This design comes from an exercise in tuning for small area on the open sky130 flow, not from production work. Only simulation tests tie the RTL to the original design; equivalence was not proved. No driver is modelled on the clock port, so clock power and skew are understated where the tree is cut down; a real chip needs a root buffer or a tree. Power and IR drop assume default switching activity.

## wip/nickel
==> flow/design.v (excerpt) <==
module FSM_LightStand(
    input i_clk,
    input i_reset,
    input [2:0] i_button,
    output o_pwm_light
    );
==> flow/config.mk <==
export PLATFORM = sky130hd
export DESIGN_NAME = FSM_LightStand
export DESIGN_NICKNAME = FSM_LightStand
export VERILOG_FILES = /design/flow/design.v
export SDC_FILE = /design/flow/constraint.sdc
export NUM_CORES = 4
export LEC_CHECK = 0
export CAP_MARGIN = 20
export CORE_MARGIN = 2
export CORE_UTILIZATION = 40
export SLEW_MARGIN = 20
==> flow/constraint.sdc <==
create_clock -name core_clock -period 10.0 [get_ports {i_clk}]
set_input_delay 2.0000 -clock core_clock [delete_from_list [all_inputs] [get_ports {i_clk}]]
set_output_delay 2.0000 -clock core_clock [all_outputs]
set_load 0.01 [all_outputs]
standard.sh (not shown) runs the stock make flow with config.mk's settings and CLKGATE_MAP_FILE= SYNTH_SCRIPT=/design/flow/synth_recipe.tcl, a recipe that flattens the netlist after the stock synthesis.
==> flow/flow/run.sh <==
#!/bin/bash
# The standard synthesis and layout, with these layout changes:
#  - the clock tree is one level of 3 clock buffers clkbuf_16 (flow/pre_cts.tcl)
#  - port buffers are the smallest buffer cell
#  - repair_design aims at the library's cap and slew limits (no margin)
set -euo pipefail
export FLOW_CLK_BUF=sky130_fd_sc_hd__clkbuf_16
export FLOW_CLK_K=3
bash standard.sh \
  "PRE_CTS_TCL=$PWD/flow/pre_cts.tcl" \
  "BUFFER_PORTS_ARGS=-buffer_cell sky130_fd_sc_hd__buf_1" \
  CAP_MARGIN=0 SLEW_MARGIN=0 CORE_UTILIZATION=70 GPL_TIMING_DRIVEN=0  \
  finish > flow_run.log 2>&1
==> flow/flow/pre_cts.tcl <==
proc clock_tree_synthesis { args } {
  set block [ord::get_db_block]
  set net [$block findNet i_clk]
  set k $::env(FLOW_CLK_K)
  set pins {}
  set xs {}
  set ys {}
  foreach it [$net getITerms] {
    set b [[$it getInst] getBBox]
    lappend pins "[[$it getInst] getName]/[[$it getMTerm] getName]"
    lappend xs [expr { ([$b xMin] + [$b xMax]) / 2.0 }]
    lappend ys [expr { ([$b yMin] + [$b yMax]) / 2.0 }]
  }
  set n [llength $pins]
  # initial centres: sinks spread along the sorted x+y order
  set order [lsort -real -indices [lmap x $xs y $ys { expr { $x + 0.7 * $y } }]]
  set cx {}
  set cy {}
  for { set c 0 } { $c < $k } { incr c } {
    set i [lindex $order [expr { int(($c + 0.5) * $n / $k) }]]
    lappend cx [lindex $xs $i]
    lappend cy [lindex $ys $i]
  }
  # k-means with at most ceil(n/k) sinks per group: each round assigns
  # the sink-group pairs in order of distance, skipping full groups
  set cap [expr { ($n + $k - 1) / $k }]
  for { set iter 0 } { $iter < 30 } { incr iter } {
    set pairs {}
    set i 0
    foreach x $xs y $ys {
      for { set c 0 } { $c < $k } { incr c } {
        lappend pairs [list [expr { abs($x - [lindex $cx $c]) + abs($y - [lindex $cy $c]) }] $i $c]
      }
      incr i
    }
    set assign [lrepeat $n -1]
    set fill [lrepeat $k 0]
    foreach p [lsort -real -index 0 $pairs] {
      lassign $p d i c
      if { [lindex $assign $i] >= 0 || [lindex $fill $c] >= $cap } { continue }
      lset assign $i $c
      lset fill $c [expr { [lindex $fill $c] + 1 }]
    }
    set ncx {}
    set ncy {}
    for { set c 0 } { $c < $k } { incr c } {
      set sx 0.0
      set sy 0.0
      set m 0
      foreach a $assign x $xs y $ys {
        if { $a == $c } {
          set sx [expr { $sx + $x }]
          set sy [expr { $sy + $y }]
          incr m
        }
      }
      if { $m > 0 } {
        lappend ncx [expr { $sx / $m }]
        lappend ncy [expr { $sy / $m }]
      } else {
        lappend ncx [lindex $cx $c]
        lappend ncy [lindex $cy $c]
      }
    }
    set cx $ncx
    set cy $ncy
  }
  for { set c 0 } { $c < $k } { incr c } {
    set loads {}
    foreach a $assign p $pins {
      if { $a == $c } { lappend loads [get_pins $p] }
    }
    if { [llength $loads] == 0 } { continue }
    set x [ord::dbu_to_microns [expr { int([lindex $cx $c]) }]]
    set y [ord::dbu_to_microns [expr { int([lindex $cy $c]) }]]
    puts "clock buffer $c: [llength $loads] sinks at $x $y"
    insert_buffer -buffer_cell $::env(FLOW_CLK_BUF) -net i_clk -load_pins $loads \
      -location [list $x $y] -buffer_name clkbuf_$c -net_name clk_$c
  }
  set_propagated_clock [all_clocks]
}
wip/nickel did not stop at any stage, and its layout met the timing, DRC and antenna checks.
> inputs changed (wip/nickel -> wip/indigo)
--- a/flow/flow/run.sh
+++ b/flow/flow/run.sh
@@ -8,6 +8,6 @@
 export FLOW_CLK_K=3
 bash standard.sh \
-  "PRE_CTS_TCL=$PWD/flow/pre_cts.tcl" \
+  "PRE_CTS_TCL=$PWD/flow/pre_cts.tcl" "POST_CTS_TCL=$PWD/flow/post_cts.tcl" \
   "BUFFER_PORTS_ARGS=-buffer_cell sky130_fd_sc_hd__buf_1" \
-  CAP_MARGIN=0 SLEW_MARGIN=0 CORE_UTILIZATION=70 GPL_TIMING_DRIVEN=0  \
+  CAP_MARGIN=0 SLEW_MARGIN=0 CORE_UTILIZATION=70  \
   finish > flow_run.log 2>&1
==> flow/flow/post_cts.tcl (new file) <==
# After CTS and its timing repair: move each combinational cell and buffer
# to the smallest cell of the same function (same name but for the drive
# strength) that leaves no max-slew or max-capacitance violation and keeps
# setup and hold slack above a margin. Flip-flops and clock buffers keep
# their cells.
proc my_violations { } {
  set bad 0
  if { [sta::max_slew_violation_count] > 0 } { set bad 1 }
  if { [sta::max_capacitance_violation_count] > 0 } { set bad 1 }
  if { [worst_slack -max] < 1.0 } { set bad 1 }
  if { [worst_slack -min] < 0.1 } { set bad 1 }
  return $bad
}

proc my_downsize { } {
  estimate_parasitics -placement
  if { [my_violations] } {
    puts "my_downsize: violations before downsizing; skipped"
    return
  }
  set saved 0.0
  set n 0
  foreach inst [get_cells *] {
    set name [get_full_name $inst]
    set ref [get_property $inst ref_name]
    if { [string match clkbuf_* $name] } { continue }
    if { ![regexp {^(sky130_fd_sc_hd__[a-z0-9]+)_([0-9]+)$} $ref -> base size] } { continue }
    if { [regexp {__(df|sdf|edf|sedf|dl|tap|fill|decap|conb|diode)} $ref] } { continue }
    set cur_area [get_property [get_lib_cells $ref] area]
    set cands {}
    foreach lc [get_lib_cells ${base}_*] {
      set lname [get_name $lc]
      if { ![regexp {^sky130_fd_sc_hd__[a-z0-9]+_[0-9]+$} $lname] } { continue }
      if { [get_property $lc dont_use] } { continue }
      set a [get_property $lc area]
      if { $a < $cur_area - 1e-6 } { lappend cands [list $a $lname] }
    }
    foreach cand [lsort -real -index 0 $cands] {
      lassign $cand a lname
      replace_cell $inst $lname
      if { [my_violations] } {
        replace_cell $inst $ref
      } else {
        puts "my_downsize: $name $ref -> $lname"
        set saved [expr { $saved + $cur_area - $a }]
        incr n
        break
      }
    }
  }
  puts "my_downsize: $n cells, [format %.2f $saved] um2 saved"
}
my_downsize
### Flow results
No stage failed in wip/indigo, and the final checks on the layout all came back clean.
wip/indigo and wip/nickel ended up with nearly the same fraction of final layout cells with drive strength greater than 1.
wip/indigo against wip/nickel: sequential share of layout area went up by 0.89 points; share of total power in combinational logic was more or less identical; clock power was more or less identical; clock skew went up by 0.0075 ns; final area went down by about 1.5%.
Relative area change from synthesis to final layout was lower in wip/indigo than in wip/nickel.
wip/indigo against wip/nickel: fmax now smaller; hold path depth neither gained nor lost much; overall power essentially unchanged; total global routing track utilization climbed 1.2 points.
The following lists how wip/lagoon was set up differently from wip/indigo:
==> flow/flow/run.sh <==
#!/bin/bash
# The standard synthesis and layout (standard.sh), with these changes
# to how the layout is made:
#  - clock tree: three buf_12, each at the centre of an equal share of
#    the flip-flops, driven by the clock port (flow/pre_cts.tcl replaces
#    clock_tree_synthesis)
#  - after CTS, combinational cells and buffers go down to the smallest
#    drive strength that leaves no slew, cap or timing violation
#    (flow/post_cts.tcl)
#  - port buffers are buf_1; repair aims at the library's own cap and slew
#    limits; core utilization 70%
# ORFS writes each step's full log under orfs/logs/; this script's own
# output goes to flow_run.log.
set -euo pipefail
export FLOW_CLK_BUF=sky130_fd_sc_hd__buf_12
export FLOW_CLK_K=3
bash standard.sh \
  "PRE_CTS_TCL=$PWD/flow/pre_cts.tcl" "POST_CTS_TCL=$PWD/flow/post_cts.tcl" \
  "BUFFER_PORTS_ARGS=-buffer_cell sky130_fd_sc_hd__buf_1" \
  CAP_MARGIN=0 SLEW_MARGIN=0 CORE_UTILIZATION=80 \
  finish > flow_run.log 2>&1
--- a/flow/flow/post_cts.tcl
+++ b/flow/flow/post_cts.tcl
@@ -52,2 +52,39 @@
 }
 my_downsize
+
+proc my_clk_pin_slew { buf } {
+  set worst 0.0
+  set net [get_nets -of_objects [get_pins [get_full_name $buf]/X]]
+  foreach pin [get_pins -of_objects $net -filter "direction == input"] {
+    foreach p {slew_max_rise slew_max_fall} {
+      set s [sta::time_ui_sta [get_property $pin $p]]
+      if { $s > $worst } { set worst $s }
+    }
+  }
+  return $worst
+}
+
+proc my_downsize_clock { } {
+  set limit [expr { $::env(FLOW_CLK_SLEW_PS) * 1e-12 }]
+  estimate_parasitics -placement
+  foreach buf [get_cells clkbuf_*] {
+    set ref [get_property $buf ref_name]
+    set s [my_clk_pin_slew $buf]
+    puts "my_downsize_clock: [get_full_name $buf] $ref slew [format %.1f [expr { $s * 1e12 }]] ps"
+    foreach cand {sky130_fd_sc_hd__clkbuf_4 sky130_fd_sc_hd__clkbuf_8} {
+      if { [get_property [get_lib_cells $cand] area] >= [get_property [get_lib_cells $ref] area] } { continue }
+      replace_cell $buf $cand
+      set s2 [my_clk_pin_slew $buf]
+      if { $s2 <= $limit && ![my_violations] } {
+        puts "my_downsize_clock: [get_full_name $buf] $ref -> $cand slew [format %.1f [expr { $s2 * 1e12 }]] ps"
+        break
+      }
+      replace_cell $buf $ref
+    }
+  }
+}
+if { [info exists ::env(FLOW_CLK_SLEW_PS)] } { my_downsize_clock }
+
+# the cells changed in place; legalize again to be safe
+detailed_placement
+check_placement -verbose
[summary]
- wip/indigo → wip/lagoon: sequential share of layout area +0.52 points; total global routing track utilization grew by 3.6 points; aggregate routed wire length increased by about 3.7% relative to the old numbers; final instance area fell by 31 um2; fraction of power consumed by sequential logic increased 0.2 points.
- Cell count, wip/indigo and wip/lagoon, higher one = wip/indigo.
Modified inputs, wip/quartz compared to wip/lagoon
==> flow/flow/run.sh <==
#!/bin/bash
# The standard synthesis and layout, with these layout changes:
#  - the clock tree is one level of 3 clock buffers clkbuf_16 (flow/pre_cts.tcl)
#  - port buffers are the smallest buffer cell
#  - repair_design aims at the library's cap and slew limits (no margin)
set -euo pipefail
export FLOW_CLK_BUF=sky130_fd_sc_hd__clkbuf_16
export FLOW_CLK_K=3
bash standard.sh \
  "PRE_CTS_TCL=$PWD/flow/pre_cts.tcl" "POST_CTS_TCL=$PWD/flow/post_cts.tcl" \
  "BUFFER_PORTS_ARGS=-buffer_cell sky130_fd_sc_hd__buf_1" \
  CAP_MARGIN=0 SLEW_MARGIN=0 CORE_UTILIZATION=70  \
  finish > flow_run.log 2>&1
--- a/flow/flow/post_cts.tcl
+++ b/flow/flow/post_cts.tcl
@@ -51,4 +51,27 @@
   puts "my_downsize: $n cells, [format %.2f $saved] um2 saved"
 }
+# Buffers that repair_design added inside the logic (not the port
+# buffers, not the clock buffers): remove each one whose removal leaves
+# no violation; put a buffer back with repair_design if one does.
+proc my_remove_buffers { } {
+  estimate_parasitics -placement
+  foreach inst [get_cells *] {
+    set name [get_full_name $inst]
+    set ref [get_property $inst ref_name]
+    if { ![regexp {__(buf|clkbuf)_[0-9]+$} $ref] } { continue }
+    if { [string match clkbuf_* $name] || [string match input* $name] || [string match output* $name] } { continue }
+    remove_buffers [list $inst]
+    estimate_parasitics -placement
+    if { [my_violations] } {
+      puts "my_remove_buffers: removing $name ($ref) left a violation; repair_design"
+      repair_design
+      estimate_parasitics -placement
+    } else {
+      puts "my_remove_buffers: removed $name ($ref)"
+    }
+  }
+}
+my_remove_buffers
+
 my_downsize
 
@@ -85,6 +108,2 @@
 }
 if { [info exists ::env(FLOW_CLK_SLEW_PS)] } { my_downsize_clock }
-
-# the cells changed in place; legalize again to be safe
-detailed_placement
-check_placement -verbose
### Flow results
wip/quartz vs wip/lagoon — x dimension of the die rose 4.6 um. No final results exist for wip/quartz, since it was stopped by error DRT-0073 during global routing (5_1_grt). The XOR/XNOR share of the synthesized area was comparable across wip/lagoon and wip/quartz. Re area after synthesis: no difference whatsoever between wip/quartz and wip/lagoon. Diff wip/lagoon -> wip/quartz: die boundary height +about 6.5%, number of buffer cells added on primary ports ~0 delta, placed standard-cell area +0.52%, worst slack after detailed placement -0.19 ns, post-synthesis compound-gate area fraction ~0 delta. Between wip/lagoon and wip/quartz, the global placement routability congestion is lower for wip/quartz. Number of storage elements in the synthesis netlist of wip/lagoon is on par with wip/quartz. Count of pins on the block boundary came out exactly the same in wip/lagoon and wip/quartz.
The clock cells of wip/nickel, wip/indigo and wip/lagoon come from the design's own scripts or RTL, not from TritonCTS.

-- static timing again, ports no longer ideal --
The flow's constraints put no driver on any port. The routed layouts listed below were extracted and timed again, unchanged, in two steps.
Step 1 (the two cells are an assumption about what drives the block):
set clk [get_ports {i_clk}]
set_driving_cell -lib_cell sky130_fd_sc_hd__clkbuf_16 $clk
set_driving_cell -lib_cell sky130_fd_sc_hd__buf_2 [delete_from_list [all_inputs] $clk]
Step 2 adds t to the input delays and takes it off the output delays; t is the mean of the earliest and latest rising clock arrival at the registers after step 1. Input paths then give back, and output paths get back, about the clock's delay inside the block.
Three values: ideal, step 1, step 2; two values: the first two.
| run | t, ns | setup slack, ns | hold slack, ns | worst slew at a driven data input, ns |
|---|---|---|---|---|
| wip/nickel | 0.223 | 6.798 / 6.836 / 6.613 | 0.368 / 0.368 / 0.368 | 0.03 |
| wip/indigo | 0.224 | 6.561 / 6.604 / 6.380 | 0.377 / 0.377 / 0.377 | 0.03 |
| wip/lagoon | 0.202 | 6.534 / 6.572 / 6.370 | 0.371 / 0.371 / 0.371 | 0.03 |
After both steps every run listed still meets setup and hold. For wip/nickel, which loses most, drivers alone change the setup slack by +0.038 ns; drivers and shift together by -0.185 ns.
